This design comes from an exercise in tuning for small area on the open sky130 flow, not from production work.
The RTL was checked by simulation tests, not by an equivalence proof against the original design.
Power figures rest on the tool's default switching activity, not on a simulated workload.

<file path="design/flow/flow/run.sh">
#!/bin/bash
# Standard ORFS layout, except: an area-oriented ABC mapping script in synthesis
# (registers are mapped before ABC runs, so they are the standard synthesis's),
# no half/full-adder cell extraction (ABC maps the adders with the rest),
# smaller port buffers, and a clock tree without dummy loads.
set -euo pipefail
F=$(pwd)/flow
export MY_ABC_SCRIPT=$F/area.script
export BUFFER_PORTS_ARGS="-buffer_cell sky130_fd_sc_hd__buf_1"
export CTS_ARGS="-sink_clustering_enable -repair_clock_nets -dont_use_dummy_load $(cat $F/cts_args.txt)"
bash standard.sh SYNTH_SCRIPT=$F/my_synth.tcl ADDER_MAP_FILE= finish > flow_make.log 2>&1
</file>
<file path="design/flow/flow/area.script">
&get -n
&st
&deepsyn -T 30
&dch -f
&nf -a -R 1000
&put
</file>
<file path="design/flow/flow/cts_args.txt">
-sink_clustering_size 30 -sink_clustering_max_diameter 100
</file>
<file path="design/flow/flow/my_synth.tcl">
proc synth {args} { yosys synth -nofsm -noshare {*}$args }
set fh [open $::env(SCRIPTS_DIR)/synth.tcl]
set body [read $fh]
close $fh
set old {log_cmd abc {*}$abc_args}
set new {set abc_args [lreplace $abc_args 1 1 $::env(MY_ABC_SCRIPT)]; log_cmd abc {*}$abc_args}
if {[string first $old $body] < 0} { error "abc call not found" }
set body [string map [list $old $new] $body]
eval $body
# left out here: clear keep_hierarchy, flatten, clean up, hide names made inside functions, write 1_2_yosys.v
</file>
<file path="design/flow/standard.sh">
#!/bin/bash
# synth_recipe.tcl (not shown) runs the flow's synth.tcl, then flattens the netlist and writes it again
# the make line also repeats each setting of config.mk as NAME=value (left out here)
make -C /OpenROAD-flow-scripts/flow DESIGN_CONFIG=/design/flow/config.mk WORK_HOME=/design/flow/orfs CLKGATE_MAP_FILE= SYNTH_SCRIPT=/design/flow/synth_recipe.tcl "${@:-finish}"
</file>
<file path="design/flow/config.mk">
export PLATFORM = sky130hd
export DESIGN_NAME = axi_dfm_v1_0
export DESIGN_NICKNAME = axi_dfm_v1_0
export VERILOG_FILES = /design/flow/design.v
export SDC_FILE = /design/flow/constraint.sdc
export NUM_CORES = 4
export LEC_CHECK = 0
export CAP_MARGIN = 20
export CORE_MARGIN = 2
export CORE_UTILIZATION = 65
export PLACE_DENSITY = 0.8
export SLEW_MARGIN = 20
</file>
<file path="design/flow/constraint.sdc">
create_clock -name core_clock -period 5.0 [get_ports {s_axi_aclk}]
set_input_delay 1.0000 -clock core_clock [delete_from_list [all_inputs] [get_ports {s_axi_aclk}]]
set_output_delay 1.0000 -clock core_clock [all_outputs]
set_load 0.01 [all_outputs]
</file>
<file path="design/flow/design.v">
module data_syn(
    input logic clk_i,
    input logic rst_n_i,
    input logic data_i,
    output logic pos_edge_o
);
logic [3:0] data;
assign pos_edge_o = data[2] & ~data[3];
always_ff @(posedge clk_i or negedge rst_n_i)
begin
    if (!rst_n_i) begin
        data <= 4'b0000;
    end else begin
        data <= {data[2:0], data_i};
    end
end
endmodule
module edge2en(
    input logic clk_i,
    input logic rst_n_i,
    input logic data_i,
    output logic pos_edge_o
);
logic data_a, data_b;
assign pos_edge_o = ~data_b & data_a;
always_ff @(posedge clk_i or negedge rst_n_i)
begin
    if (!rst_n_i) begin
        data_a <= 1'b0;
        data_b <= 1'b0;
    end else begin
        data_a <= data_i;
        data_b <= data_a;
    end
end
endmodule
module startup #(
    parameter int W = 32
) (
    input logic clk_i,
    input logic rst_n_i,
    input logic  [4:0] gate_sync_i,
    input logic [W-1:0] gate_shift_i,
    output logic [4:0] gate_en_o
);
logic  [4:0] gate_en;
logic [W-1:0] gate_cnt;
logic        gate_next;
logic        gate_done;
assign gate_en_o = gate_en;
edge2en gate_next_en(
    .clk_i(clk_i),
    .rst_n_i(rst_n_i),
    .data_i(gate_done & (gate_en == gate_sync_i)),
    .pos_edge_o(gate_next)
);
logic [W-1:0] gate_cnt_c;
assign gate_cnt_c[0] = 1'b1;
genvar k;
generate
    for (k = 1; k < W; k = k + 1) begin: carry
        assign gate_cnt_c[k] = gate_cnt_c[k-1] & gate_cnt[k-1];
    end
endgenerate
always_ff @(posedge clk_i or negedge rst_n_i)
begin
    if (!rst_n_i) begin
        gate_en   <= 5'b00000;
        gate_cnt  <= {W{1'b0}};
        gate_done <= 1'b0;
    end else begin
        gate_en   <= gate_next ? {gate_en[3:0], (gate_sync_i != 5'b01111)} : gate_en;
        gate_cnt  <= gate_next ? {W{1'b0}} : gate_cnt ^ gate_cnt_c;
        gate_done <= gate_next ? 1'b0 : (gate_cnt == gate_shift_i) ? 1'b1 : gate_done;
    end
end
endmodule
module measure #(
    parameter int W = 32
) (
    input logic clk_i,
    input logic rst_n_i,
    input logic sig_clk_p_i,
    input logic         gate_en_i,
    input logic [W-1:0] gate_total_i,
    output logic           reg_wr_en_o,
    output logic [2*W-1:0] reg_wr_data_o,
    output logic gate_sync_o
);
logic gate_sync;
logic [1:0] close_st;
logic         gate_en;
logic [W-1:0] gate_cnt;
logic [W-1:0] sig_clk_cnt;
logic [W-1:0] ref_clk_cnt;
logic reg_wr_en;
assign reg_wr_en = close_st[1] & ~close_st[0];
assign reg_wr_en_o = reg_wr_en;
assign reg_wr_data_o = {ref_clk_cnt, sig_clk_cnt};
assign gate_sync_o = gate_sync;
always_ff @(posedge clk_i or negedge rst_n_i)
begin
    if (!rst_n_i) begin
        gate_en   <= 1'b0;
        gate_sync <= 1'b0;
        close_st <= 2'b00;
    end else begin
        if (gate_sync) begin
            gate_en <= (gate_cnt == gate_total_i) ? 1'b0 : gate_en;
        end else begin
            gate_en <= gate_en_i;
        end
        if (sig_clk_p_i)
            gate_sync <= gate_en;
        close_st[0] <= gate_sync | (close_st[0] & ~close_st[1]);
        close_st[1] <= ~gate_sync & close_st[0];
    end
end
logic cnt_clr;
assign cnt_clr = ~(gate_sync | close_st[0]);
logic [W-1:0] gate_cnt_c, sig_clk_cnt_c, ref_clk_cnt_c;
logic [W-1:0] gate_cnt_n, sig_clk_cnt_n, ref_clk_cnt_n;
assign gate_cnt_c[0]    = 1'b1;
assign sig_clk_cnt_c[0] = sig_clk_p_i & gate_sync;
assign ref_clk_cnt_c[0] = gate_sync;
genvar k;
generate
    for (k = 1; k < W; k = k + 1) begin: carry
        assign gate_cnt_c[k]    = gate_cnt_c[k-1]    & gate_cnt[k-1];
        assign sig_clk_cnt_c[k] = sig_clk_cnt_c[k-1] & sig_clk_cnt[k-1];
        assign ref_clk_cnt_c[k] = ref_clk_cnt_c[k-1] & ref_clk_cnt[k-1];
    end
endgenerate
assign gate_cnt_n    = gate_cnt    ^ gate_cnt_c;
assign sig_clk_cnt_n = sig_clk_cnt ^ sig_clk_cnt_c;
assign ref_clk_cnt_n = ref_clk_cnt ^ ref_clk_cnt_c;
always_ff @(posedge clk_i)
begin
    gate_cnt    <= gate_sync ? gate_cnt_n : {W{1'b0}};
    sig_clk_cnt <= cnt_clr ? {W{1'b0}} : sig_clk_cnt_n;
    ref_clk_cnt <= cnt_clr ? {W{1'b0}} : ref_clk_cnt_n;
end
endmodule
`timescale 1ns / 1ps
module axi_dfm_v1_0(
    input logic s_axi_aclk,
    input logic s_axi_aresetn,
    input  logic [31:0] s_axi_awaddr,
    input  logic        s_axi_awvalid,
    output logic        s_axi_awready,
    input  logic [31:0] s_axi_wdata,
    input  logic        s_axi_wvalid,
    output logic        s_axi_wready,
    output logic s_axi_bvalid,
    input  logic s_axi_bready,
    input  logic [31:0] s_axi_araddr,
    input  logic        s_axi_arvalid,
    output logic        s_axi_arready,
    output logic [31:0] s_axi_rdata,
    output logic        s_axi_rvalid,
    input  logic        s_axi_rready,
    input  logic signal_in,
    output logic signal_done
);
localparam int W = 16;
logic [4:0] gate_en;
logic [4:0] gate_sync;
logic [W-1:0] gate_shift;
logic [W-1:0] gate_total;
logic         sig_clk_p;
logic     [4:0] raw_wr_en;
logic [2*W-1:0] raw_wr_data[5];
logic           reg_wr_en;
logic [2*W-1:0] reg_wr_data;
logic [2*W-1:0] reg_rd_data;
logic           wr_valid;
logic           rd_valid;
logic  [W-1:0] rdata;
assign s_axi_awready = s_axi_aresetn && s_axi_awvalid && (!s_axi_bvalid || s_axi_bready);
assign s_axi_wready  = s_axi_aresetn && s_axi_wvalid  && (!s_axi_bvalid || s_axi_bready);
assign s_axi_arready = s_axi_aresetn && s_axi_arvalid && (!s_axi_rvalid || s_axi_rready);
assign s_axi_rdata = {{(32-W){1'b0}}, rdata};
assign signal_done = reg_wr_en;
always_ff @(posedge s_axi_aclk or negedge s_axi_aresetn)
begin
    if (!s_axi_aresetn) begin
        gate_shift <= {W{1'b0}};
        gate_total <= {W{1'b0}};
        rd_valid <= 1'b0;
        s_axi_bvalid <= 1'b0;
        s_axi_rvalid <= 1'b0;
    end else begin
        if (s_axi_awready) begin
            case (s_axi_awaddr[7:0])
                8'h00:
                    gate_shift <= s_axi_wdata[W-1:0];
                8'h04:
                    gate_total <= s_axi_wdata[W-1:0];
                default:
                    rd_valid <= wr_valid;
            endcase
        end
        s_axi_bvalid <= (s_axi_bvalid & ~s_axi_bready) | s_axi_awready;
        s_axi_rvalid <= (s_axi_rvalid & ~s_axi_rready) | s_axi_arready;
    end
end
always_ff @(posedge s_axi_aclk)
begin
    if (s_axi_awready && s_axi_awaddr[7:0] != 8'h00 && s_axi_awaddr[7:0] != 8'h04)
        reg_rd_data <= reg_wr_data;
end
logic rd_ld;
logic rd_00, rd_04, rd_08, rd_0c;
assign rd_ld = !s_axi_rvalid || s_axi_rready;
assign rd_00 = rd_ld && s_axi_araddr[7:0] == 8'h00;
assign rd_04 = rd_ld && s_axi_araddr[7:0] == 8'h04;
assign rd_08 = rd_ld && s_axi_araddr[7:0] == 8'h08 && rd_valid;
assign rd_0c = rd_ld && s_axi_araddr[7:0] == 8'h0C && rd_valid;
always_ff @(posedge s_axi_aclk)
begin
    rdata <= ({W{rd_00}} & gate_shift)
           | ({W{rd_04}} & gate_total)
           | ({W{rd_08}} & reg_rd_data[W-1:0])
           | ({W{rd_0c}} & reg_rd_data[2*W-1:W])
           | ({W{!rd_ld}} & rdata);
end
data_syn sig_clk_syn(
    .clk_i(s_axi_aclk),
    .rst_n_i(s_axi_aresetn),
    .data_i(signal_in),
    .pos_edge_o(sig_clk_p)
);
startup #(.W(W)) startup(
    .clk_i(s_axi_aclk),
    .rst_n_i(s_axi_aresetn),
    .gate_sync_i(gate_sync),
    .gate_shift_i(gate_shift),
    .gate_en_o(gate_en)
);
genvar i;
generate
    for (i = 0; i < 5; i = i + 1) begin: measure_block
        measure #(.W(W)) measure(
            .clk_i(s_axi_aclk),
            .rst_n_i(s_axi_aresetn),
            .sig_clk_p_i(sig_clk_p),
            .gate_en_i(gate_en[i]),
            .gate_total_i(gate_total),
            .reg_wr_en_o(raw_wr_en[i]),
            .reg_wr_data_o(raw_wr_data[i]),
            .gate_sync_o(gate_sync[i])
        );
    end
endgenerate
logic           wr_one;
logic [2*W-1:0] wr_data;
always_comb
begin
    wr_data = {(2*W){1'b0}};
    for (int k = 0; k < 5; k = k + 1)
        wr_data = wr_data | (raw_wr_data[k] & {(2*W){raw_wr_en[k] & wr_one}});
end
logic wr_multi;
assign wr_multi = (raw_wr_en[0] & (|raw_wr_en[4:1])) | (raw_wr_en[1] & (|raw_wr_en[4:2]))
                | (raw_wr_en[2] & (|raw_wr_en[4:3])) | (raw_wr_en[3] & raw_wr_en[4]);
always_ff @(posedge s_axi_aclk or negedge s_axi_aresetn)
begin
    if (!s_axi_aresetn) begin
        reg_wr_en <= 1'b0;
        wr_valid  <= 1'b0;
    end else begin
        reg_wr_en <= |raw_wr_en;
        if (wr_one)
            wr_valid <= 1'b1;
    end
end
assign wr_one = (|raw_wr_en) && !wr_multi;
always_ff @(posedge s_axi_aclk)
begin
    reg_wr_data <= wr_data | (reg_wr_data & {(2*W){!wr_one}});
end
endmodule
</file>
==> flow_metrics.env, run 1 <==
export IMPL_synth_yosys_seq_area_share=0.5684
export IMPL_die_width_um=158.8
export IMPL_switchingPower_uw=1035
export IMPL_synth_area_top_cells="sky130_fd_sc_hd__dfxtp_1 (37%), sky130_fd_sc_hd__dfrtp_1 (14%), sky130_fd_sc_hd__edfxtp_1 (6.2%)"
export IMPL_residual_antenna_violating_net_count_after_detailed_routing=0
export IMPL_cts_post_setup_buffers_inserted=0
export IMPL_power_share_switching=0.2081
export IMPL_share_of_synthesized_flip_flops_with_an_asynchronous_set_or_reset=0.2099
export IMPL_drc=0
export IMPL_yosys_register_bits=405
export IMPL_worst_slew_pin_transition_ps=1029
export IMPL_synth_unique_cells=43
export IMPL_initial_antenna_violation_count=0
export IMPL_critPathRequiredTime_ps=5400
export IMPL_clockPowerShare=0.315
export IMPL_critical_path_endpoint_type="flop"
export IMPL_hold_viol=0
export IMPL_drtIter0Drc=1601
export IMPL_hold_bufs_inserted_after_cts=0
export IMPL_top_cells_by_count_synth="sky130_fd_sc_hd__dfxtp_1 (288), sky130_fd_sc_hd__a21oi_1 (183), sky130_fd_sc_hd__nor2_1 (123)"
export IMPL_ys_flop_type="sky130_fd_sc_hd__dfxtp_1"
export IMPL_port_buffer_count=61
export IMPL_fin_total_pwr_uw=4972
export IMPL_first_pass_iters=9
export IMPL_vias=12900
export IMPL_vdd_ir_drop_worst_mv=0.3081
export IMPL_cts_tree="done"
export IMPL_cts_root_buf="sky130_fd_sc_hd__clkbuf_16"
export IMPL_clkLatencyLatePin_ps=530
export IMPL_count_of_flip_flops_with_a_built_in_enable_after_synthesis=32
export IMPL_post_layout_nonfiller_instances=1964
export IMPL_met2_routed_wirelength_um=19210
export IMPL_top_layer="met4"
export IMPL_synth_warnings=6
export IMPL_critical_path_arrival_ps=4140
export IMPL_vias_per_cell=6.569
export IMPL_area_share_of_the_largest_cell_type_after_synthesis=0.3701
export IMPL_routed_wl_um=40500
export IMPL_grt_first_pass_wirelength_um=63860
export IMPL_clock_sinks=405
export IMPL_finalWorstPathRequiredPeriod_ps=3734
export IMPL_dpl_hpwl_um=28020
export IMPL_cts_max_level=1
export IMPL_initial_core_util=0.6636
export IMPL_fp_dieH_um=158.8
export IMPL_synth_avg_cell_area_um2=10.08
export IMPL_period_share=0.7467
export IMPL_path_max_fanout=14
export IMPL_startpoint_type="flop"
export IMPL_coreArea_mm2=0.02347
export IMPL_synth_area_leader_cell="sky130_fd_sc_hd__dfxtp_1"
export IMPL_drive_gt1_frac=0.03040
export IMPL_met3WireLength_um=3432
export IMPL_fin_skew_ps=37.16
export IMPL_grt_remaining_overflow=0
export IMPL_number_of_global_route_vias_before_repair=12180
export IMPL_power_frac_comb=0.018
export IMPL_pwr_density_cell_mw_per_mm2=296.4
export IMPL_route_layer_met1_wl_um=16390
export IMPL_placed_cells_incl_taps=1946
export IMPL_die_area_mm2=0.02522
export IMPL_layout_filler_cells=1791
export IMPL_timing_fmax_mhz=267.8
export IMPL_p_int_uw=3938
export IMPL_synth_cells=1546
export IMPL_synthMostInstantiatedCell="sky130_fd_sc_hd__dfxtp_1"
export IMPL_ctsLongestPathBuffers=3
export IMPL_setup_repair_after_global_routing_missed_its_margin="false"
export IMPL_num_antenna_cells=0
export IMPL_globalplace_congestion=0.8970
export IMPL_finalSetupViolations=0
export IMPL_min_delay_path_class="reg -> reg"
export IMPL_clk_pin_slew_ps=110
export IMPL_syn2layout_area_growth_pct=7.687
export IMPL_count_of_nets_after_finishing=1751
export IMPL_routedWlPerCell_um=20.62
export IMPL_cell_area_after_synthesis_mm2=0.01558
export IMPL_row_count=56
export IMPL_power_share_sequential=0.667
export IMPL_timing_max_cap_violations=0
export IMPL_p_leak_uw=0.006353
export IMPL_final_max_slew_viol_count=0
export IMPL_cts_resized=0
export IMPL_grt_start_max_net_pins=53
export IMPL_crit_path_category="reg -> reg"
export IMPL_outcome="complete, no violations"
export IMPL_global_route_usage_total=0.3134
export IMPL_max_slew_margin_vs_limit=0.3103
export IMPL_ports=142
export IMPL_timing_setup_tns_ps=0
export IMPL_number_of_buffers_inserted_during_clock_tree_synthesis=17
stage by stage:
step                      area, µm²  worst slack [ps]  hold WS, ps    util
after CTS                     16760              1335        367.9  0.7142
after detailed placement      16340              1382        341.8  0.6961
final                         16770              1266        362.5  0.7147
after global placement        16340              1474        335.8  0.6961
after floorplan               15630              1571        331.2       -
after global routing          16770             872.0        371.2  0.7147
final timing paths:
path,start,slack (ps),cells past startpoint,end
min in group asynchronous,s_axi_aresetn,460,1,sig_clk_syn.data[3]
worst min-delay path,sig_clk_syn.data[0],360,0,sig_clk_syn.data[1]
worst max-delay path,sig_clk_syn.data[3],1270,12,measure_block[2].measure.sig_clk_cnt[15]
worst min register to register,sig_clk_syn.data[0],360,0,sig_clk_syn.data[1]
max in group asynchronous,s_axi_aresetn,3440,2,startup.gate_cnt[6]
worst max register to register,sig_clk_syn.data[3],1270,12,measure_block[2].measure.sig_clk_cnt[15]
state kept, by name, indices dropped and copies added (netlist names), 16 cells and up:
signal / count
gate_total: 16
measure_block.measure.sig_clk_cnt: 80
measure_block.measure.gate_cnt: 80
reg_wr_data: 32
reg_rd_data: 32
gate_shift: 16
startup.gate_cnt: 16
rdata: 16
measure_block.measure.ref_clk_cnt: 80
final cells by class:
type                            count  area (µm²)  share of cell area
Clock buffer                       17       425.4             0.02536
Inverter                           63       236.5             0.01410
Multi-Input combinational cell   1077        6462              0.3852
Sequential cell                   405        8853              0.5278
Tap cell                          319       399.1             0.02379
Timing Repair Buffer               83       397.9             0.02372
critical path, stage by stage (launching register included):
cell and delay, ps:
sky130_fd_sc_hd__dfrtp_1 380, sky130_fd_sc_hd__nor2b_1 670, sky130_fd_sc_hd__and3_1 350, sky130_fd_sc_hd__and3_1 260, sky130_fd_sc_hd__and3_1 220, sky130_fd_sc_hd__and2_0 260
sky130_fd_sc_hd__and3_1 230, sky130_fd_sc_hd__and2_0 240, sky130_fd_sc_hd__and3_1 250, sky130_fd_sc_hd__and2_0 260, sky130_fd_sc_hd__and3_1 270, sky130_fd_sc_hd__and3_1 170
sky130_fd_sc_hd__nor3_1 50
routing by layer:
layer / track usage / vias up
met5: 0 / -
met4: 0.1268 / 0
met2: 0.5236 / 572
met1: 0.4105 / 6207
li1: - / 6024
met3: 0.04807 / 99
power groups by stage:
stage	clock network, µW	logic, µW	registers, µW
after global routing	1690	97.0	3320
after CTS	1590	87.9	3320
final	1570	88.9	3320
after floorplan	0	46.7	3380
after detailed placement	0	87.6	3390
after global placement	0	85.6	3390
cell families (layout without fill, tap and decap cells):
family / Yosys count / count (layout) / share of synthesized area
compound gates: 479 / 479 / 0.2014
other cells: 1 / 16 / 0.0002407
fa+ha+maj: 2 / 2 / 0.001285
buf+inv: 79 / 163 / 0.02289
mux: 15 / 15 / 0.01084
flops: 405 / 405 / 0.5684
simple gates: 510 / 510 / 0.1641
xor+xnor: 55 / 55 / 0.03092
placed cells by master, fill, tap and decap left out, types with 63 or more instances in the layout:
master | synthesis | final
sky130_fd_sc_hd__a21oi_1 | 183 | 182
sky130_fd_sc_hd__a222oi_1 | 93 | 93
sky130_fd_sc_hd__and3_1 | 105 | 105
sky130_fd_sc_hd__clkinv_1 | 63 | 63
sky130_fd_sc_hd__dfrtp_1 | 85 | 85
sky130_fd_sc_hd__dfxtp_1 | 288 | 288
sky130_fd_sc_hd__nand2_1 | 70 | 70
sky130_fd_sc_hd__nor2_1 | 123 | 117
sky130_fd_sc_hd__nor3_1 | 117 | 115
sky130_fd_sc_hd__o21ai_0 | 100 | 100
==> run 2: changes to the inputs <==
==> design/flow/flow/area.script (replaced) <==
&get -n
&st
&dch -f
&nf -a -R 1000
&put
==> run 2 against run 1 <==
Via count fell by 4.1%. Critical path type unchanged. Flip-flop and latch count stayed put. Still clean. Area after synthesis about the same. Global-route usage fell by 1.3 points. Die area about the same. Count of clock-buffer cells in the layout unchanged. Final cell count fell by 2.2%. Routed wire length down 5.3%. Worst hold slack worse by 1.2 ps. Total power up 40%. Largest power group unchanged. Clock power about the same. Clock skew decreased by 0.63 ps.
==> flow_metrics.env, run 2 <==
export IMPL_cts_post_setup_buffers_inserted=0
export IMPL_worst_r2r_cell_count=12
export IMPL_mostFrequentLayoutCell="sky130_fd_sc_hd__dfxtp_1"
export IMPL_hold_bufs_inserted_after_cts=0
export IMPL_initial_antenna_violation_count=0
export IMPL_end_of_the_worst_register_to_register_path="measure_block[3].measure.sig_clk_cnt[15]"
export IMPL_grt_met1_usage=0.3947
export IMPL_cts_resized=0
export IMPL_critical_path_endpoint_type="flop"
export IMPL_area_share_of_the_largest_cell_type_after_synthesis=0.3698
export IMPL_num_antenna_cells=0
export IMPL_finalWorstPathRequiredPeriod_ps=3792
export IMPL_synth_area_leader_cell="sky130_fd_sc_hd__dfxtp_1"
export IMPL_cts_tree="done"
export IMPL_p_int_uw=4546
export IMPL_cp_depth=12
export IMPL_timing_critical_path_mode_cell="sky130_fd_sc_hd__and3_1"
export IMPL_yosys_register_bits=405
export IMPL_ctsLongestPathBuffers=3
export IMPL_met3_usage=0.02717
export IMPL_grt_remaining_overflow=0
export IMPL_finish_instance_area_mm2=0.01680
export IMPL_global_route_usage_met2=0.5232
export IMPL_finalSetupViolations=0
export IMPL_synth_warnings=6
export IMPL_critPathRequiredTime_ps=5410
export IMPL_cts_root_buf="sky130_fd_sc_hd__clkbuf_16"
export IMPL_critPathSlowestCell="sky130_fd_sc_hd__nor2b_1"
export IMPL_power_share_sequential=0.566
export IMPL_top_cells_by_count_synth="sky130_fd_sc_hd__dfxtp_1 (288), sky130_fd_sc_hd__a21oi_1 (184), sky130_fd_sc_hd__nor3_1 (131)"
export IMPL_fin_skew_ps=36.53
export IMPL_routedWlPerCell_um=19.98
export IMPL_ys_flop_type="sky130_fd_sc_hd__dfxtp_1"
export IMPL_hold_depth=0
export IMPL_coreArea_mm2=0.02354
export IMPL_global_route_usage_total=0.3003
export IMPL_cell_area_after_synthesis_mm2=0.01559
export IMPL_cts_max_level=1
export IMPL_timing_max_cap_violations=0
export IMPL_pwr_density_cell_mw_per_mm2=412.8
export IMPL_path_cells="nor2b_1 > and3_1 > and3_1 > and3_1 > and2_0 > and3_1 > and2_0 > and3_1 > and2_0 > and3_1 > and3_1 > nor3_1"
export IMPL_utilization=0.7138
export IMPL_worst_slew_pin_transition_ps=1032
export IMPL_cpPeakStageDelay_ps=670
export IMPL_number_of_buffers_inserted_during_clock_tree_synthesis=17
export IMPL_die_area_mm2=0.02524
export IMPL_port_buffer_count=61
export IMPL_layout_filler_cells=1774
export IMPL_number_of_global_route_vias_before_repair=11850
export IMPL_busiest_layer="met2"
export IMPL_min_delay_path_class="reg -> reg"
export IMPL_globalplace_congestion=0.8430
export IMPL_worstHoldStart="sig_clk_syn.data[1]"
export IMPL_p_leak_uw=0.006980
export IMPL_crit_path_category="reg -> reg"
export IMPL_power_frac_comb=0.209
export IMPL_cp_top_family="simple AND/OR/NAND/NOR gates"
export IMPL_fp_dieH_um=158.9
export IMPL_residual_antenna_violating_net_count_after_detailed_routing=0
export IMPL_vias=12370
export IMPL_share_of_synthesized_flip_flops_with_an_asynchronous_set_or_reset=0.2099
export IMPL_final_max_slew_viol_count=0
export IMPL_synthMostInstantiatedCell="sky130_fd_sc_hd__dfxtp_1"
export IMPL_timing_fmax_mhz=263.7
export IMPL_clock_sinks=405
export IMPL_synth_unique_cells=32
export IMPL_syn2layout_area_growth_pct=7.768
export IMPL_synth_avg_cell_area_um2=10.37
export IMPL_die_width_um=158.9
export IMPL_synth_cells=1503
export IMPL_clkLatencyLatePin_ps=520
export IMPL_switchingPower_uw=2392
export IMPL_drc=0
export IMPL_synth_area_top_cells="sky130_fd_sc_hd__dfxtp_1 (37%), sky130_fd_sc_hd__dfrtp_1 (14%), sky130_fd_sc_hd__edfxtp_1 (6.2%)"
export IMPL_clockPowerShare=0.225
export IMPL_whs_endpoint="sig_clk_syn.data[2]"
export IMPL_ports=142
export IMPL_synth_yosys_seq_area_share=0.5678
export IMPL_worst_case_register_to_register_setup_slack_ps=1210
export IMPL_row_count=56
export IMPL_placed_cell_area_mm2=0.01638
export IMPL_first_pass_iters=8
export IMPL_largestRegisters="measure_block.measure.gate_cnt x80, measure_block.measure.ref_clk_cnt x80, measure_block.measure.sig_clk_cnt x80"
export IMPL_most_common_layout_cells="sky130_fd_sc_hd__dfxtp_1 (288), sky130_fd_sc_hd__a21oi_1 (184), sky130_fd_sc_hd__nor3_1 (130)"
export IMPL_drtIter0Drc=1462
export IMPL_outcome="complete, no violations"
export IMPL_initial_core_util=0.6623
export IMPL_hold_viol=0
export IMPL_dpl_hpwl_um=26170
export IMPL_count_of_flip_flops_with_a_built_in_enable_after_synthesis=32
export IMPL_count_of_nets_after_finishing=1707
export IMPL_vias_per_cell=6.442
export IMPL_reg2reg_from="sig_clk_syn.data[3]"
export IMPL_grt_start_max_net_pins=51
export IMPL_power_share_switching=0.3448
export IMPL_startpoint_type="flop"
export IMPL_drive_gt1_frac=0.03186
export IMPL_routed_wl_um=38370
export IMPL_fin_total_pwr_uw=6937
export IMPL_max_slew_margin_vs_limit=0.3099
export IMPL_period_share=0.7584
export IMPL_setup_repair_after_global_routing_missed_its_margin="false"
export IMPL_critical_path_arrival_ps=4200
export IMPL_timing_setup_tns_ps=0
export IMPL_path_max_fanout=11
export IMPL_clk_pin_slew_ps=110
export IMPL_grt_first_pass_wirelength_um=61480
export IMPL_vdd_ir_drop_worst_mv=0.3439
export IMPL_path_buf_inv=0
[run 2: changes by cell type after synthesis, sizes merged, moves of 9 or more]
cell and delta:
nand4 +9, clkinv -57, xor2 +32, a221oi -10
o22ai +19, nor3 +14, o21ai -33, mux2 +18
o2bb2ai -9, and2 +18, a222oi -13, xnor2 +32
nor2 -12
[run 2: worst max-delay path by stage]
stage | startpoint | endpoint | slack (ps)
after global routing | sig_clk_syn.data[3] | measure_block[4].measure.sig_clk_cnt[15] | 970
final | sig_clk_syn.data[3] | measure_block[3].measure.sig_clk_cnt[15] | 1210
after global placement | sig_clk_syn.data[3] | measure_block[3].measure.sig_clk_cnt[15] | 1450
after detailed placement | sig_clk_syn.data[3] | measure_block[3].measure.sig_clk_cnt[15] | 1300
after floorplan | measure_block[0].measure.close_st[0] | reg_wr_data[0] | 400
after CTS | sig_clk_syn.data[3] | measure_block[3].measure.sig_clk_cnt[15] | 1230
[run 2: through the flow]
stage | hold WS [ps] | instances | setup WS (ps)
after floorplan | 331.2 | 1518 | 399.9
after global placement | 334.3 | 1903 | 1455
after detailed placement | 337.9 | 1903 | 1295
after CTS | 363.4 | 1920 | 1226
after global routing | 378.3 | 1920 | 967.8
final | 361.3 | 1920 | 1208
[run 2: metal layers]
| layer | share of wire | vias to the layer above | wire [µm] |
|---|---|---|---|
| met2 | 0.49 | 486 | 18780 |
| met5 | 0 | - | 0 |
| li1 | - | 5828 | - |
| met4 | 0.035 | 0 | 1357 |
| met1 | 0.40 | 5974 | 15380 |
| met3 | 0.074 | 81 | 2849 |
[run 2: cell families (layout without fill, tap and decap cells)]
kind of cell | after synthesis | count (layout) | share of synthesized area
flip-flops | 405 | 405 | 0.5678
other | 1 | 16 | 0.0002405
buffers and inverters | 22 | 105 | 0.009148
AND/OR/NAND/NOR | 524 | 524 | 0.1707
AO/OA/AOI/OAI | 399 | 399 | 0.1615
XOR/XNOR | 119 | 119 | 0.06684
multiplexers | 33 | 33 | 0.02383
[run 2: cell type report]
type	instances	area, µm²	share of cell area
flip-flops and latches	405	8853	0.5269
multi-input cells	1091	6713	0.3995
clock buffers	17	425.4	0.02532
well taps	319	399.1	0.02375
repair buffers	82	390.4	0.02323
inverters	6	22.52	0.001340
[run 2: worst reg2reg max path: cells and delay by family (launching register included)]
| kind | cells | cell delay (ps) |
|---|---|---|
| AND/OR/NAND/NOR | 12 | 3310 |
| flip-flops | 1 | 380 |
[run 2: power by group through the flow]
stage | clock network [µW] | logic [µW] | registers, µW
after floorplan | 0 | 784 | 3890
after global placement | 0 | 1380 | 3970
after detailed placement | 0 | 1420 | 3990
after CTS | 1570 | 1440 | 3920
after global routing | 1680 | 1560 | 3960
final | 1560 | 1450 | 3930
==> run 3: changes to the inputs <==
==> design/flow/flow/area.script (replaced) <==
&get -n
&st
&deepsyn -T 30
&dch -f
&nf -a -R 1000
&put
mfs3 -ae
&get -n
&st
&dch -f
&nf -a -R 1000
&put
mfs3 -ae
&get -n
&st
&dch -f
&nf -a -R 1000
&put
==> run 3 against run 2 <==
Still clean on timing, DRC and antenna. Area after synthesis decreased by 1.1%. Die area down 1.0%. Sequential share of layout area up 0.53 points. Total power fell by 28%. Largest power group unchanged.
==> flow_metrics.env, run 3 <==
export IMPL_worst_slew_pin_transition_ps=967.3
export IMPL_timing_max_cap_violations=0
export IMPL_vias=12810
export IMPL_count_of_flip_flops_with_a_built_in_enable_after_synthesis=32
export IMPL_clkLatencyLatePin_ps=540
export IMPL_period_share=0.6926
export IMPL_row_count=56
export IMPL_area_share_of_the_largest_cell_type_after_synthesis=0.3737
export IMPL_synth_cells=1536
export IMPL_syn2layout_area_growth_pct=7.834
export IMPL_grt_first_pass_wirelength_um=63070
export IMPL_setup_repair_after_global_routing_missed_its_margin="false"
export IMPL_vias_per_cell=6.547
export IMPL_fp_dieH_um=158.1
export IMPL_worst_case_register_to_register_setup_slack_ps=1540
export IMPL_ports=142
export IMPL_routedWlPerCell_um=20.67
export IMPL_count_of_nets_after_finishing=1743
export IMPL_top_cells_by_count_synth="sky130_fd_sc_hd__dfxtp_1 (288), sky130_fd_sc_hd__a21oi_1 (229), sky130_fd_sc_hd__o21ai_0 (150)"
export IMPL_initial_core_util=0.6593
export IMPL_globalplace_congestion=0.9508
export IMPL_crit_path_category="reg -> reg"
export IMPL_cp_top_family="simple AND/OR/NAND/NOR gates"
export IMPL_share_of_synthesized_flip_flops_with_an_asynchronous_set_or_reset=0.2099
export IMPL_placed_cell_area_mm2=0.01621
export IMPL_final_max_slew_viol_count=0
export IMPL_critPathSlowestCell="sky130_fd_sc_hd__dfrtp_1"
export IMPL_path_buf_inv=0
export IMPL_coreArea_mm2=0.02340
export IMPL_first_pass_iters=9
export IMPL_busiest_layer="met2"
export IMPL_mostFrequentLayoutCell="sky130_fd_sc_hd__dfxtp_1"
export IMPL_cts_root_buf="sky130_fd_sc_hd__clkbuf_16"
export IMPL_cell_area_after_synthesis_mm2=0.01543
export IMPL_synth_area_top_cells="sky130_fd_sc_hd__dfxtp_1 (37%), sky130_fd_sc_hd__dfrtp_1 (14%), sky130_fd_sc_hd__a21oi_1 (7.4%)"
export IMPL_synth_avg_cell_area_um2=10.04
export IMPL_fin_skew_ps=43.58
export IMPL_critPathRequiredTime_ps=5420
export IMPL_synth_unique_cells=42
export IMPL_finish_instance_area_mm2=0.01664
export IMPL_drtIter0Drc=1657
export IMPL_synthMostInstantiatedCell="sky130_fd_sc_hd__dfxtp_1"
export IMPL_layout_filler_cells=1814
export IMPL_global_route_usage_met2=0.5362
export IMPL_hold_worst_slack_ps=360.1
export IMPL_synth_warnings=6
export IMPL_cts_tree="done"
export IMPL_drc=0
export IMPL_grt_met1_usage=0.4277
export IMPL_final_seq_area_mm2=0.008853
export IMPL_finalSetupViolations=0
export IMPL_fin_total_pwr_uw=4984
export IMPL_critical_path_arrival_ps=3890
export IMPL_dp_slack_ps=1609
export IMPL_worst_r2r_cell_count=12
export IMPL_hold_bufs_inserted_after_cts=0
export IMPL_initial_antenna_violation_count=0
export IMPL_cts_resized=0
export IMPL_clock_sinks=405
export IMPL_min_delay_path_class="reg -> reg"
export IMPL_clk_pin_slew_ps=120
export IMPL_pwr_density_cell_mw_per_mm2=299.6
export IMPL_hold_depth=0
export IMPL_path_max_fanout=22
export IMPL_startpoint_type="flop"
export IMPL_whs_endpoint="sig_clk_syn.data[1]"
export IMPL_met3_usage=0.04654
export IMPL_finalWorstPathRequiredPeriod_ps=3463
export IMPL_die_width_um=158.1
export IMPL_die_area_mm2=0.02498
export IMPL_most_common_layout_cells="sky130_fd_sc_hd__dfxtp_1 (288), sky130_fd_sc_hd__a21oi_1 (229), sky130_fd_sc_hd__o21ai_0 (150)"
export IMPL_cts_post_setup_buffers_inserted=0
export IMPL_largestRegisters="measure_block.measure.gate_cnt x80, measure_block.measure.ref_clk_cnt x80, measure_block.measure.sig_clk_cnt x80"
export IMPL_residual_antenna_violating_net_count_after_detailed_routing=0
export IMPL_end_of_the_worst_register_to_register_path="measure_block[2].measure.sig_clk_cnt[15]"
export IMPL_synth_area_leader_cell="sky130_fd_sc_hd__dfxtp_1"
export IMPL_p_leak_uw=0.006363
export IMPL_port_buffer_count=61
export IMPL_timing_fmax_mhz=288.8
export IMPL_number_of_buffers_inserted_during_clock_tree_synthesis=17
export IMPL_ys_flop_type="sky130_fd_sc_hd__dfxtp_1"
export IMPL_num_antenna_cells=0
export IMPL_vdd_ir_drop_worst_mv=0.2845
export IMPL_drive_gt1_frac=0.03115
export IMPL_hold_viol=0
export IMPL_reg2reg_from="measure_block[2].measure.gate_sync"
export IMPL_grt_remaining_overflow=0
export IMPL_ctsLongestPathBuffers=3
export IMPL_max_slew_margin_vs_limit=0.3536
export IMPL_cts_max_level=1
export IMPL_path_cells="and3_1 > and3_1 > and3_1 > and2_0 > and3_1 > and2_0 > and3_1 > and2_0 > and3_1 > nand2_1 > nand3_1 > o21ai_0"
export IMPL_yosys_register_bits=405
export IMPL_global_route_usage_total=0.3220
export IMPL_cpPeakStageDelay_ps=830
export IMPL_synth_yosys_seq_area_share=0.5738
export IMPL_dpl_hpwl_um=27630
export IMPL_critical_path_endpoint_type="flop"
export IMPL_routed_wl_um=40430
export IMPL_number_of_global_route_vias_before_repair=11900
export IMPL_grt_start_max_net_pins=56
export IMPL_worstHoldStart="sig_clk_syn.data[0]"
export IMPL_timing_critical_path_mode_cell="sky130_fd_sc_hd__and3_1"
export IMPL_finalWorstSetupSlack_ps=1537
export IMPL_multi_input_comb_area_mm2=0.006362
export IMPL_timing_setup_tns_ps=0
export IMPL_outcome="complete, no violations"
-- run 3: worst max-delay path by stage --
stage / slack (ps) / endpoint / start / depth (start not counted)
floorplan: 1650 / measure_block[2].measure.sig_clk_cnt[15] / sig_clk_syn.data[3] / 13
finish: 1540 / measure_block[2].measure.sig_clk_cnt[15] / measure_block[2].measure.gate_sync / 12
global route: 1170 / measure_block[2].measure.sig_clk_cnt[15] / measure_block[2].measure.gate_sync / 12
global placement: 1700 / measure_block[2].measure.sig_clk_cnt[15] / measure_block[2].measure.gate_sync / 12
CTS: 1590 / measure_block[2].measure.sig_clk_cnt[15] / measure_block[2].measure.gate_sync / 12
detailed placement: 1610 / measure_block[2].measure.sig_clk_cnt[15] / measure_block[2].measure.gate_sync / 12
-- run 3: area by class of cell --
type	instances	share of cell area
Clock buffer	17	0.02557
Multi-Input combinational cell	1081	0.3824
Tap cell	319	0.02399
Sequential cell	405	0.5322
Timing Repair Buffer	85	0.02482
Inverter	49	0.01106
-- run 3: logic make-up after synthesis --
family	Yosys count	share of synthesized area
AO/OA/AOI/OAI	558	0.2250
AND/OR/NAND/NOR	458	0.1507
flip-flops	405	0.5738
buffers and inverters	65	0.01971
XOR/XNOR	31	0.01760
multiplexers	16	0.01168
adder cells (fa/ha/maj)	2	0.001298
other	1	0.0002431
-- run 3: metal layers --
layer | up-vias | part of all wire
met2 | 537 | 0.47
met1 | 6132 | 0.41
met3 | 100 | 0.081
met5 | - | 0
li1 | 6037 | -
met4 | 0 | 0.039
-- run 3: metrics by stage --
step	utilization	cells
floorplan	-	1551
global placement	0.6925	1939
detailed placement	0.6925	1939
CTS	0.7107	1956
global route	0.7109	1956
finish	0.7109	1956
-- run 3: power breakdown --
part | leakage (µW) | total, µW | switching [µW] | internal [µW]
logic | 0.00250 | 87.8 | 64.7 | 23.1
registers | 0.00366 | 3320 | 19.8 | 3300
clock network | 0.000209 | 1580 | 962 | 618
total | 0.00636 | 4980 | 1050 | 3940
==> run 4: changes to the inputs <==
==> design/flow/flow/area.script (replaced) <==
&get -n
&st
&dch -f
&nf -a -R 1000
&put
mfs3 -ae
&get -n
&st
&dch -f
&nf -a -R 1000
&put
mfs3 -ae
&get -n
&st
&dch -f
&nf -a -R 1000
&put
==> run 4 against run 3 <==
Still clean on timing, DRC and antenna. Synthesized cell count decreased by 2.5%. Worst hold slack worse by 2.1 ps. Combinational power grew to 17 times the previous value. Non-clock buffer count fell by 1. Clock power about the same. Area after synthesis is 0.35% higher. Core utilization rose by 0.28 points. Clock skew fell by 2.9 ps. First-iteration DRC count decreased by 18%. Critical endpoint is now measure_block[3].measure.sig_clk_cnt[15]. Largest cell class unchanged.
==> flow_metrics.env, run 4 <==
export IMPL_finalSetupViolations=0
export IMPL_outcome="complete, no violations"
export IMPL_die_width_um=158.3
export IMPL_end_of_the_worst_register_to_register_path="measure_block[3].measure.sig_clk_cnt[15]"
export IMPL_synth_area_leader_cell="sky130_fd_sc_hd__dfxtp_1"
export IMPL_pwr_density_cell_mw_per_mm2=414.1
export IMPL_grt_start_max_net_pins=57
export IMPL_dp_slack_ps=1380
export IMPL_cts_root_buf="sky130_fd_sc_hd__clkbuf_16"
export IMPL_drtIter0Drc=1359
export IMPL_synth_cells=1498
export IMPL_mostFrequentLayoutCell="sky130_fd_sc_hd__dfxtp_1"
export IMPL_count_of_flip_flops_with_a_built_in_enable_after_synthesis=32
export IMPL_residual_antenna_violating_net_count_after_detailed_routing=0
export IMPL_initial_antenna_violation_count=0
export IMPL_cts_tree="done"
export IMPL_vdd_ir_drop_worst_mv=0.3460
export IMPL_placed_cells_incl_taps=1899
export IMPL_cell_area_after_synthesis_mm2=0.01548
export IMPL_cts_max_level=1
export IMPL_hold_viol=0
export IMPL_placed_cell_area_mm2=0.01626
export IMPL_synth_unique_cells=33
export IMPL_grt_first_pass_wirelength_um=58310
export IMPL_layout_filler_cells=1742
export IMPL_num_antenna_cells=0
export IMPL_drc=0
export IMPL_post_layout_nonfiller_instances=1917
export IMPL_critical_path_endpoint_type="flop"
export IMPL_fp_dieH_um=158.3
export IMPL_crit_path_category="reg -> reg"
export IMPL_share_of_synthesized_flip_flops_with_an_asynchronous_set_or_reset=0.2099
export IMPL_max_slew_margin_vs_limit=0.2913
export IMPL_min_delay_path_class="reg -> reg"
export IMPL_fin_skew_ps=40.65
export IMPL_number_of_global_route_vias_before_repair=11530
export IMPL_finalWorstSetupSlack_ps=1561
export IMPL_port_buffer_count=61
export IMPL_initial_core_util=0.6616
export IMPL_finish_instance_area_mm2=0.01670
export IMPL_period_share=0.6878
export IMPL_hold_bufs_inserted_after_cts=0
export IMPL_cts_resized=0
export IMPL_routed_wl_um=37230
export IMPL_clock_sinks=405
export IMPL_syn2layout_area_growth_pct=7.887
export IMPL_critPathRequiredTime_ps=5420
export IMPL_synth_warnings=6
export IMPL_grt_remaining_overflow=0
export IMPL_cp_startpoint="sig_clk_syn.data[2]"
export IMPL_cts_post_setup_buffers_inserted=0
export IMPL_p_leak_uw=0.007177
export IMPL_finalWorstPathRequiredPeriod_ps=3439
export IMPL_globalplace_congestion=0.8434
export IMPL_row_count=56
export IMPL_synth_avg_cell_area_um2=10.34
export IMPL_vias_per_cell=6.358
export IMPL_count_of_nets_after_finishing=1704
export IMPL_most_common_layout_cells="sky130_fd_sc_hd__dfxtp_1 (288), sky130_fd_sc_hd__a21oi_1 (215), sky130_fd_sc_hd__o21ai_0 (153)"
export IMPL_timing_max_cap_violations=0
export IMPL_fin_total_pwr_uw=6917
export IMPL_routedWlPerCell_um=19.42
export IMPL_synth_area_top_cells="sky130_fd_sc_hd__dfxtp_1 (37%), sky130_fd_sc_hd__dfrtp_1 (14%), sky130_fd_sc_hd__a21oi_1 (7.0%)"
export IMPL_timing_setup_tns_ps=0
export IMPL_yosys_register_bits=405
export IMPL_coreArea_mm2=0.02340
export IMPL_die_area_mm2=0.02507
export IMPL_final_seq_area_mm2=0.008853
export IMPL_multi_input_comb_area_mm2=0.006583
export IMPL_worst_r2r_cell_count=13
export IMPL_setup_repair_after_global_routing_missed_its_margin="false"
export IMPL_final_max_slew_viol_count=0
export IMPL_ys_flop_type="sky130_fd_sc_hd__dfxtp_1"
export IMPL_clk_pin_slew_ps=100
export IMPL_timing_critical_path_to="measure_block[3].measure.sig_clk_cnt[15]"
export IMPL_path_max_fanout=10
export IMPL_worst_slew_pin_transition_ps=1057
export IMPL_startpoint_type="flop"
export IMPL_reg2reg_from="sig_clk_syn.data[2]"
export IMPL_synth_yosys_seq_area_share=0.5718
export IMPL_largestRegisters="measure_block.measure.gate_cnt x80, measure_block.measure.ref_clk_cnt x80, measure_block.measure.sig_clk_cnt x80"
export IMPL_vias=12190
export IMPL_dpl_hpwl_um=25020
export IMPL_drive_gt1_frac=0.03191
export IMPL_first_pass_iters=8
export IMPL_timing_fmax_mhz=290.8
export IMPL_ports=142
export IMPL_worst_case_register_to_register_setup_slack_ps=1560
export IMPL_top_cells_by_count_synth="sky130_fd_sc_hd__dfxtp_1 (288), sky130_fd_sc_hd__a21oi_1 (215), sky130_fd_sc_hd__o21ai_0 (153)"
export IMPL_number_of_buffers_inserted_during_clock_tree_synthesis=17
export IMPL_critical_path_arrival_ps=3860
export IMPL_ctsLongestPathBuffers=3
export IMPL_global_route_usage_total=0.2949
export IMPL_clkLatencyLatePin_ps=530
export IMPL_synthMostInstantiatedCell="sky130_fd_sc_hd__dfxtp_1"
export IMPL_area_share_of_the_largest_cell_type_after_synthesis=0.3724
[run 4: changes by cell type after synthesis, sizes merged, moves of 4 or more]
cell	change
clkinv	-40
xor2	+38
xnor2	+27
o22ai	-21
a221oi	-18
mux2	+17
nand2	-15
a21oi	-14
and2	+14
o2bb2ai	-10
nor2	-8
nor4	+8
a222oi	-4
[run 4: layout make-up]
type / count / share of cell area
multi-input cells: 1083 / 0.3941
inverters: 9 / 0.002022
clock buffers: 17 / 0.02547
repair buffers: 84 / 0.02449
well taps: 319 / 0.02390
flip-flops and latches: 405 / 0.5300
[run 4: worst min path at each step]
stage	start	endpoint	slack, ps	cells past startpoint
2_1_floorplan	sig_clk_syn.data[0]	sig_clk_syn.data[1]	330	0
6_report	sig_clk_syn.data[1]	sig_clk_syn.data[2]	360	0
3_5_place_dp	sig_clk_syn.data[1]	sig_clk_syn.data[2]	340	0
4_1_cts	sig_clk_syn.data[1]	sig_clk_syn.data[2]	360	0
5_1_grt	sig_clk_syn.data[1]	sig_clk_syn.data[2]	370	0
3_3_place_gp	sig_clk_syn.data[0]	sig_clk_syn.data[1]	340	0
[run 4: critical path, cell delays in order (launching register included)]
cell and delay, ps:
sky130_fd_sc_hd__dfrtp_1 360, sky130_fd_sc_hd__nor2b_1 470, sky130_fd_sc_hd__and3_1 330, sky130_fd_sc_hd__and3_1 270, sky130_fd_sc_hd__and3_1 220, sky130_fd_sc_hd__and2_0 240
sky130_fd_sc_hd__and3_1 220, sky130_fd_sc_hd__and2_0 240, sky130_fd_sc_hd__and3_1 230, sky130_fd_sc_hd__and2_0 260, sky130_fd_sc_hd__and3_1 260, sky130_fd_sc_hd__nand2_1 80
sky130_fd_sc_hd__nand3_1 80, sky130_fd_sc_hd__o21ai_0 80
[run 4: per-layer routing]
| layer | vias to the layer above | part of all wire | track usage |
|---|---|---|---|
| li1 | 5834 | - | - |
| met2 | 402 | 0.48 | 0.5097 |
| met4 | 0 | 0.034 | 0.1090 |
| met5 | - | 0 | 0 |
| met3 | 75 | 0.062 | 0.04001 |
| met1 | 5877 | 0.42 | 0.3800 |
[run 4: logic make-up after synthesis]
| group | Yosys count | share of synthesized area |
|---|---|---|
| AOI/OAI and AO/OA | 482 | 0.1872 |
| muxes | 33 | 0.02400 |
| DFF | 405 | 0.5718 |
| and+or+nand+nor | 456 | 0.1524 |
| other | 1 | 0.0002422 |
| xor gates and xnor gates | 96 | 0.05431 |
| buffers and inverters | 25 | 0.009940 |
[run 4: where the power goes]
part	switching (µW)	internal [µW]	total [µW]
Sequential	322	3550	3870
Clock	943	618	1560
Combinational	1050	432	1480
[run 4: per-stage QoR]
step | hold WS (ps) | util
floorplan | 331.2 | -
global placement | 340.1 | 0.6950
detailed placement | 340.4 | 0.6950
CTS | 360.3 | 0.7132
global route | 373.2 | 0.7138
finish | 357.9 | 0.7138
==> run 5: changes to the inputs <==
==> design/flow/flow/run.sh (replaced) <==
#!/bin/bash
# Standard ORFS layout, except: an area-oriented ABC mapping script in synthesis
# (registers are mapped before ABC runs, so they are the standard synthesis's),
# no half/full-adder cell extraction (ABC maps the adders with the rest),
# placement-time buffering not kept (repair_design after placement does it),
# smaller port buffers, and a clock tree without dummy loads.
set -euo pipefail
F=$(pwd)/flow
export MY_ABC_SCRIPT=$F/area.script
export GPL_KEEP_OVERFLOW=0
export BUFFER_PORTS_ARGS="-buffer_cell sky130_fd_sc_hd__buf_1"
export CTS_ARGS="-sink_clustering_enable -repair_clock_nets -dont_use_dummy_load $(cat $F/cts_args.txt)"
bash standard.sh SYNTH_SCRIPT=$F/my_synth.tcl ADDER_MAP_FILE= finish > flow_make.log 2>&1
==> run 5 against run 4 <==
Core utilization rose by 0.070 points. Worst hold slack worse by 10 ps. Clock power is essentially flat. Worst setup slack got worse by 180 ps. Total power down 0.66%. Critical endpoint is now s_axi_awready. Highest routed layer unchanged.
==> flow_metrics.env, run 5 <==
export IMPL_outcome="complete, no violations"
export IMPL_vias=12110
export IMPL_dp_slack_ps=1166
export IMPL_path_max_fanout=32
export IMPL_clkLatencyLatePin_ps=520
export IMPL_finalWorstPathRequiredPeriod_ps=3621
export IMPL_top_cells_by_count_synth="sky130_fd_sc_hd__dfxtp_1 (288), sky130_fd_sc_hd__a21oi_1 (215), sky130_fd_sc_hd__o21ai_0 (153)"
export IMPL_path_buf_inv=4
export IMPL_critPathSlowestCell="sky130_fd_sc_hd__buf_2"
export IMPL_layout_filler_cells=1723
export IMPL_placed_cells_incl_taps=1888
export IMPL_power_share_sequential=0.571
export IMPL_fin_skew_ps=36.65
export IMPL_port_buffer_count=61
export IMPL_max_slew_margin_vs_limit=0.4141
export IMPL_row_count=56
export IMPL_globalplace_congestion=0.8025
export IMPL_synth_cells=1498
export IMPL_cts_post_setup_buffers_inserted=0
export IMPL_share_of_synthesized_flip_flops_with_an_asynchronous_set_or_reset=0.2099
export IMPL_initial_antenna_violation_count=0
export IMPL_startpoint_type="input port"
export IMPL_coreArea_mm2=0.02340
export IMPL_routedWlPerCell_um=19.12
export IMPL_crit_path_category="in -> out"
export IMPL_die_area_mm2=0.02507
export IMPL_count_of_flip_flops_with_a_built_in_enable_after_synthesis=32
export IMPL_drtIter0Drc=1315
export IMPL_mostFrequentLayoutCell="sky130_fd_sc_hd__dfxtp_1"
export IMPL_utilization=0.7144
export IMPL_synth_warnings=6
export IMPL_min_delay_path_class="reg -> reg"
export IMPL_p_leak_uw=0.007149
export IMPL_cts_tree="done"
export IMPL_timing_max_cap_violations=0
export IMPL_count_of_nets_after_finishing=1692
export IMPL_clk_pin_slew_ps=70
export IMPL_num_antenna_cells=0
export IMPL_timing_setup_tns_ps=0
export IMPL_final_seq_area_mm2=0.008853
export IMPL_drive_gt1_frac=0.03090
export IMPL_number_of_buffers_inserted_during_clock_tree_synthesis=17
export IMPL_synth_unique_cells=33
export IMPL_yosys_register_bits=405
export IMPL_path_cells="buf_2 > buf_12 > buf_12 > nand2_1 > nor2b_1 > buf_1"
export IMPL_worst_case_register_to_register_setup_slack_ps=1460
export IMPL_residual_antenna_violating_net_count_after_detailed_routing=0
export IMPL_drc=0
export IMPL_vias_per_cell=6.357
export IMPL_dpl_hpwl_um=24810
export IMPL_global_route_usage_total=0.2887
export IMPL_most_common_layout_cells="sky130_fd_sc_hd__dfxtp_1 (288), sky130_fd_sc_hd__a21oi_1 (215), sky130_fd_sc_hd__o21ai_0 (153)"
export IMPL_clockPowerShare=0.226
export IMPL_hold_viol=0
export IMPL_cts_max_level=1
export IMPL_vdd_ir_drop_worst_mv=0.2947
export IMPL_multi_input_comb_area_mm2=0.006616
export IMPL_grt_first_pass_wirelength_um=57030
export IMPL_ys_flop_type="sky130_fd_sc_hd__dfxtp_1"
export IMPL_synthMostInstantiatedCell="sky130_fd_sc_hd__dfxtp_1"
export IMPL_number_of_global_route_vias_before_repair=11160
export IMPL_fp_dieH_um=158.3
export IMPL_p_int_uw=4563
export IMPL_ports=142
export IMPL_final_max_slew_viol_count=0
export IMPL_finalWorstSetupSlack_ps=1379
export IMPL_cpPeakStageDelay_ps=570
export IMPL_synth_yosys_seq_area_share=0.5718
export IMPL_synth_area_leader_cell="sky130_fd_sc_hd__dfxtp_1"
export IMPL_cts_resized=0
export IMPL_setup_repair_after_global_routing_missed_its_margin="false"
export IMPL_timing_fmax_mhz=276.2
export IMPL_synth_area_top_cells="sky130_fd_sc_hd__dfxtp_1 (37%), sky130_fd_sc_hd__dfrtp_1 (14%), sky130_fd_sc_hd__a21oi_1 (7.0%)"
export IMPL_routed_wl_um=36420
export IMPL_syn2layout_area_growth_pct=7.993
export IMPL_largestRegisters="measure_block.measure.gate_cnt x80, measure_block.measure.ref_clk_cnt x80, measure_block.measure.sig_clk_cnt x80"
export IMPL_timing_critical_path_mode_cell="sky130_fd_sc_hd__buf_12"
export IMPL_clock_sinks=405
export IMPL_period_share=0.7241
export IMPL_hold_bufs_inserted_after_cts=0
export IMPL_worst_slew_pin_transition_ps=877.9
export IMPL_finalSetupViolations=0
export IMPL_cts_root_buf="sky130_fd_sc_hd__clkbuf_16"
export IMPL_switchingPower_uw=2308
export IMPL_grt_start_max_net_pins=39
export IMPL_pwr_density_cell_mw_per_mm2=410.9
export IMPL_placed_cell_area_mm2=0.01629
export IMPL_critical_path_endpoint_type="output pin"
export IMPL_synth_avg_cell_area_um2=10.34
export IMPL_critPathRequiredTime_ps=4000
export IMPL_die_width_um=158.3
export IMPL_first_pass_iters=9
export IMPL_cp_top_family="buffers and inverters"
export IMPL_area_share_of_the_largest_cell_type_after_synthesis=0.3724
export IMPL_initial_core_util=0.6616
export IMPL_power_share_switching=0.3359
export IMPL_ctsLongestPathBuffers=3
export IMPL_critical_path_arrival_ps=2620
export IMPL_finish_instance_area_mm2=0.01672
export IMPL_post_layout_nonfiller_instances=1905
export IMPL_grt_remaining_overflow=0
export IMPL_cell_area_after_synthesis_mm2=0.01548
export IMPL_power_frac_comb=0.203
[run 5: worst paths after layout]
kind / from / end / depth (start not counted)
max: s_axi_aresetn / s_axi_awready / 6
max in group asynchronous: s_axi_aresetn / s_axi_rvalid / 3
max reg2reg: measure_block[1].measure.gate_sync / measure_block[1].measure.sig_clk_cnt[15] / 11
min reg2reg: sig_clk_syn.data[1] / sig_clk_syn.data[2] / 0
min in group asynchronous: s_axi_aresetn / measure_block[2].measure.close_st[0] / 1
min: sig_clk_syn.data[1] / sig_clk_syn.data[2] / 0
[run 5: cell type report]
class                      instances  share of cell area
clock buffer                      17             0.02544
multi-input combinational       1083              0.3957
timing repair buffer              72             0.02342
tap                              319             0.02387
inverter                           9            0.002021
sequential                       405              0.5295
[run 5: per-layer routing]
metal  part of all wire  GRT usage  vias up  wire length (µm)
met2               0.49     0.5110      400             17810
met5                  0          0        -                 0
met4              0.024    0.07207        0               865
met1               0.42     0.3803     5857             15200
met3              0.070    0.03348       61              2544
li1                   -          -     5793                 -
[run 5: stage by stage]
| step | hold WS (ps) | total power [µW] |
|---|---|---|
| 2_1_floorplan | 331.2 | 4681 |
| 3_3_place_gp | 334.6 | 5187 |
| 3_5_place_dp | 335.8 | 5364 |
| 4_1_cts | 351.6 | 6877 |
| 5_1_grt | 370.1 | 7161 |
| 6_report | 347.7 | 6871 |
[run 5: power by group through the flow]
stage | logic (µW) | registers, µW | clock network [µW]
floorplan | 834 | 3850 | 0
global placement | 1230 | 3950 | 0
detailed placement | 1390 | 3970 | 0
CTS | 1390 | 3910 | 1580
global route | 1510 | 3960 | 1690
finish | 1400 | 3920 | 1550
[run 5: kinds of logic (layout without fill, tap and decap cells)]
group                     count (synthesis)  after routing  synth area share
AOI/OAI and AO/OA                       482            482            0.1872
xor gates and xnor gates                 96             96           0.05431
buffers and inverters                    25             98          0.009940
DFF                                     405            405            0.5718
muxes                                    33             33           0.02400
other                                     1             16         0.0002422
and+or+nand+nor                         456            456            0.1524
==> run 6: changes to the inputs <==
==> design/flow/flow/run.sh (replaced) <==
#!/bin/bash
# Standard ORFS layout, except: an area-oriented ABC mapping script in synthesis
# (registers are mapped before ABC runs, so they are the standard synthesis's),
# no half/full-adder cell extraction (ABC maps the adders with the rest),
# smaller port buffers, and a clock tree without dummy loads.
set -euo pipefail
F=$(pwd)/flow
export MY_ABC_SCRIPT=$F/area.script
export BUFFER_PORTS_ARGS="-buffer_cell sky130_fd_sc_hd__buf_1"
export CTS_ARGS="-sink_clustering_enable -repair_clock_nets -dont_use_dummy_load $(cat $F/cts_args.txt)"
bash standard.sh SYNTH_SCRIPT=$F/my_synth.tcl ADDER_MAP_FILE= finish > flow_make.log 2>&1
--- a/design/flow/config.mk
+++ b/design/flow/config.mk
@@ -7,6 +7,6 @@
 export LEC_CHECK = 0
 export CAP_MARGIN = 20
 export CORE_MARGIN = 2
-export CORE_UTILIZATION = 65
-export PLACE_DENSITY = 0.8
+export CORE_UTILIZATION = 70
+export PLACE_DENSITY = 0.85
 export SLEW_MARGIN = 20
==> run 6 against run 5 <==
Still clean. Non-clock buffer count grew 8. Die area shrank 7.0%. Worst hold slack lost 2.0 ps. Worst setup slack gained 100 ps. Cell area shrank 0.55%. Count of clock-buffer cells in the layout is the same. Core utilization grew 5.0 points. Flip-flop and latch count is the same. Via count grew 1.2%. Critical path type is now reg -> reg. Highest routed layer unchanged.
==> flow_metrics.env, run 6 <==
export IMPL_power_share_sequential=0.564
export IMPL_count_of_flip_flops_with_a_built_in_enable_after_synthesis=32
export IMPL_ports=142
export IMPL_syn2layout_area_growth_pct=7.402
export IMPL_area_share_of_the_largest_cell_type_after_synthesis=0.3724
export IMPL_outcome="complete, no violations"
export IMPL_path_buf_inv=0
export IMPL_synthMostInstantiatedCell="sky130_fd_sc_hd__dfxtp_1"
export IMPL_timing_setup_tns_ps=0
export IMPL_yosys_register_bits=405
export IMPL_number_of_buffers_inserted_during_clock_tree_synthesis=17
export IMPL_row_count=54
export IMPL_share_of_synthesized_flip_flops_with_an_asynchronous_set_or_reset=0.2099
export IMPL_path_max_fanout=24
export IMPL_cts_tree="done"
export IMPL_clockPowerShare=0.225
export IMPL_post_layout_nonfiller_instances=1874
export IMPL_clkLatencyLatePin_ps=520
export IMPL_hold_bufs_inserted_after_cts=0
export IMPL_timing_critical_path_mode_cell="sky130_fd_sc_hd__and3_1"
export IMPL_startpoint_type="flop"
export IMPL_count_of_nets_after_finishing=1700
export IMPL_routed_wl_um=36770
export IMPL_hold_viol=0
export IMPL_synth_avg_cell_area_um2=10.34
export IMPL_routedWlPerCell_um=19.62
export IMPL_clock_sinks=405
export IMPL_critPathRequiredTime_ps=5410
export IMPL_mostFrequentLayoutCell="sky130_fd_sc_hd__dfxtp_1"
export IMPL_pwr_density_cell_mw_per_mm2=414.0
export IMPL_cpPeakStageDelay_ps=860
export IMPL_max_slew_margin_vs_limit=0.2504
export IMPL_cp_top_family="simple AND/OR/NAND/NOR gates"
export IMPL_vias_per_cell=6.539
export IMPL_grt_remaining_overflow=0
export IMPL_finalSetupViolations=0
export IMPL_fin_skew_ps=40.19
export IMPL_top_cells_by_count_synth="sky130_fd_sc_hd__dfxtp_1 (288), sky130_fd_sc_hd__a21oi_1 (215), sky130_fd_sc_hd__o21ai_0 (153)"
export IMPL_residual_antenna_violating_net_count_after_detailed_routing=0
export IMPL_cp_depth=11
export IMPL_fp_dieH_um=152.7
export IMPL_vias=12250
export IMPL_synth_cells=1498
export IMPL_cts_root_buf="sky130_fd_sc_hd__clkbuf_16"
export IMPL_synth_warnings=6
export IMPL_critical_path_arrival_ps=3930
export IMPL_crit_path_category="reg -> reg"
export IMPL_coreArea_mm2=0.02176
export IMPL_number_of_global_route_vias_before_repair=11600
export IMPL_p_leak_uw=0.007164
export IMPL_synth_area_leader_cell="sky130_fd_sc_hd__dfxtp_1"
export IMPL_global_route_usage_total=0.3104
export IMPL_drc=0
export IMPL_power_share_switching=0.3348
export IMPL_grt_start_max_net_pins=70
export IMPL_finalWorstPathRequiredPeriod_ps=3521
export IMPL_initial_antenna_violation_count=0
export IMPL_most_common_layout_cells="sky130_fd_sc_hd__dfxtp_1 (288), sky130_fd_sc_hd__a21oi_1 (215), sky130_fd_sc_hd__o21ai_0 (153)"
export IMPL_min_delay_path_class="reg -> reg"
export IMPL_switchingPower_uw=2305
export IMPL_synth_area_top_cells="sky130_fd_sc_hd__dfxtp_1 (37%), sky130_fd_sc_hd__dfrtp_1 (14%), sky130_fd_sc_hd__a21oi_1 (7.0%)"
export IMPL_first_pass_iters=9
export IMPL_hold_depth=0
export IMPL_power_frac_comb=0.211
export IMPL_dpl_hpwl_um=25100
export IMPL_p_int_uw=4580
export IMPL_worst_slew_pin_transition_ps=1120
export IMPL_worstHoldStart="sig_clk_syn.data[2]"
export IMPL_port_buffer_count=61
export IMPL_setup_repair_after_global_routing_missed_its_margin="false"
export IMPL_grt_first_pass_wirelength_um=58930
export IMPL_placed_cells_incl_taps=1857
export IMPL_vdd_ir_drop_worst_mv=0.3380
export IMPL_die_width_um=152.7
export IMPL_globalplace_congestion=0.8511
export IMPL_cts_post_setup_buffers_inserted=0
export IMPL_critPathSlowestCell="sky130_fd_sc_hd__dfrtp_1"
export IMPL_period_share=0.7041
export IMPL_reg2reg_from="measure_block[1].measure.gate_sync"
export IMPL_timing_max_cap_violations=0
export IMPL_num_antenna_cells=0
export IMPL_ys_flop_type="sky130_fd_sc_hd__dfxtp_1"
export IMPL_largestRegisters="measure_block.measure.gate_cnt x80, measure_block.measure.ref_clk_cnt x80, measure_block.measure.sig_clk_cnt x80"
export IMPL_ctsLongestPathBuffers=3
export IMPL_cell_area_after_synthesis_mm2=0.01548
export IMPL_initial_core_util=0.7116
export IMPL_critical_path_endpoint_type="flop"
export IMPL_cp_startpoint="measure_block[1].measure.gate_sync"
export IMPL_drtIter0Drc=1296
export IMPL_synth_yosys_seq_area_share=0.5718
export IMPL_cts_max_level=1
export IMPL_final_max_slew_viol_count=0
export IMPL_clk_pin_slew_ps=110
export IMPL_path_cells="and3_1 > and3_1 > and2_0 > and3_1 > and2_0 > and3_1 > and2_0 > and3_1 > and2_0 > and3_1 > nor3_1"
export IMPL_die_area_mm2=0.02332
export IMPL_timing_fmax_mhz=284.0
export IMPL_worst_r2r_cell_count=11
export IMPL_drive_gt1_frac=0.02949
export IMPL_synth_unique_cells=33
export IMPL_cts_resized=0
-- run 6: cell counts after synthesis --
No cell type changed its count.
-- run 6: metal layers --
metal,up-vias,part of all wire,track usage,wire length (µm)
met1,5899,0.40,0.4068,14670
met2,467,0.49,0.5396,18020
met3,78,0.076,0.03555,2780
li1,5810,-,-,-
met5,-,0,0,0
met4,0,0.035,0.1054,1294
-- run 6: per-stage QoR --
stage	power, µW	setup slack [ps]	util	instance area, µm²	hold slack, ps
global placement	5286	1478	0.7437	16180	334.7
global route	7149	1021	0.7643	16630	350.0
floorplan	4681	1390	-	15540	331.2
finish	6885	1479	0.7643	16630	345.7
CTS	6877	1487	0.7640	16620	342.0
detailed placement	5366	1456	0.7445	16200	344.1
-- run 6: kinds of logic after synthesis --
| logic type | share of synthesized area |
|---|---|
| muxes | 0.02400 |
| and+or+nand+nor | 0.1524 |
| other | 0.0002422 |
| buffers and inverters | 0.009940 |
| AOI/OAI and AO/OA | 0.1872 |
| xor gates and xnor gates | 0.05431 |
| DFF | 0.5718 |
-- run 6: final timing paths --
check / end / slack [ps]
worst max-delay path: measure_block[1].measure.ref_clk_cnt[15] / 1480
worst min-delay path: sig_clk_syn.data[3] / 350
worst max register to register: measure_block[1].measure.ref_clk_cnt[15] / 1480
worst min register to register: sig_clk_syn.data[3] / 350
max in group asynchronous: measure_block[2].measure.gate_en / 3440
min in group asynchronous: wr_valid / 390
-- run 6: worst reg2reg max path: cells and delay by family, from the launching register on --
family        cells  cell delay [ps]
flops             1              860
simple gates     11             2550
-- run 6: cell type report --
type / instances / area (µm²)
Clock buffer: 17 / 425.4
Fill cell: 1477 / 5127
Inverter: 9 / 33.78
Multi-Input combinational cell: 1083 / 6586
Sequential cell: 405 / 8853
Tap cell: 280 / 350.3
Timing Repair Buffer: 80 / 379.1
-- run 6: power by group through the flow --
stage / Sequential, µW / Combinational (µW) / Clock [µW]
3_3_place_gp: 3920 / 1370 / 0
3_5_place_dp: 3940 / 1430 / 0
6_report: 3880 / 1450 / 1550
4_1_cts: 3870 / 1430 / 1570
2_1_floorplan: 3850 / 834 / 0
5_1_grt: 3920 / 1570 / 1670

[port drivers added, routing unchanged]
How much do the figures lean on ideal ports? The routed layouts below were timed once more, with nothing changed but the port constraints.
Step 1 assumes that a clkbuf_16 drives the clock port and a buf_2 every other input.
Step 2 times the ports against the registers' clock, not the clock port: input delays grow and output delays shrink by t, the midpoint of the rising clock arrivals with the driver on.
a / b / c = ideal / step 1 / step 2; a / b = the first two.
run | t, ns | slack for setup (ns) | cell pins on the clock port's net
run 1 | 0.565 | 1.266 / 1.266 / 1.266 | 1
run 2 | 0.554 | 1.208 / 1.208 / 1.208 | 1
run 3 | 0.569 | 1.537 / 1.537 / 1.537 | 1
run 4 | 0.562 | 1.561 / 1.561 / 1.349 | 1
run 5 | 0.549 | 1.379 / 1.358 / 1.242 | 1
run 6 | 0.548 | 1.479 / 1.479 / 1.474 | 1
After both steps setup and hold are still met in every run listed. For run 4, which loses most, drivers alone change the setup slack by 0.000 ns; drivers and shift together by -0.212 ns.
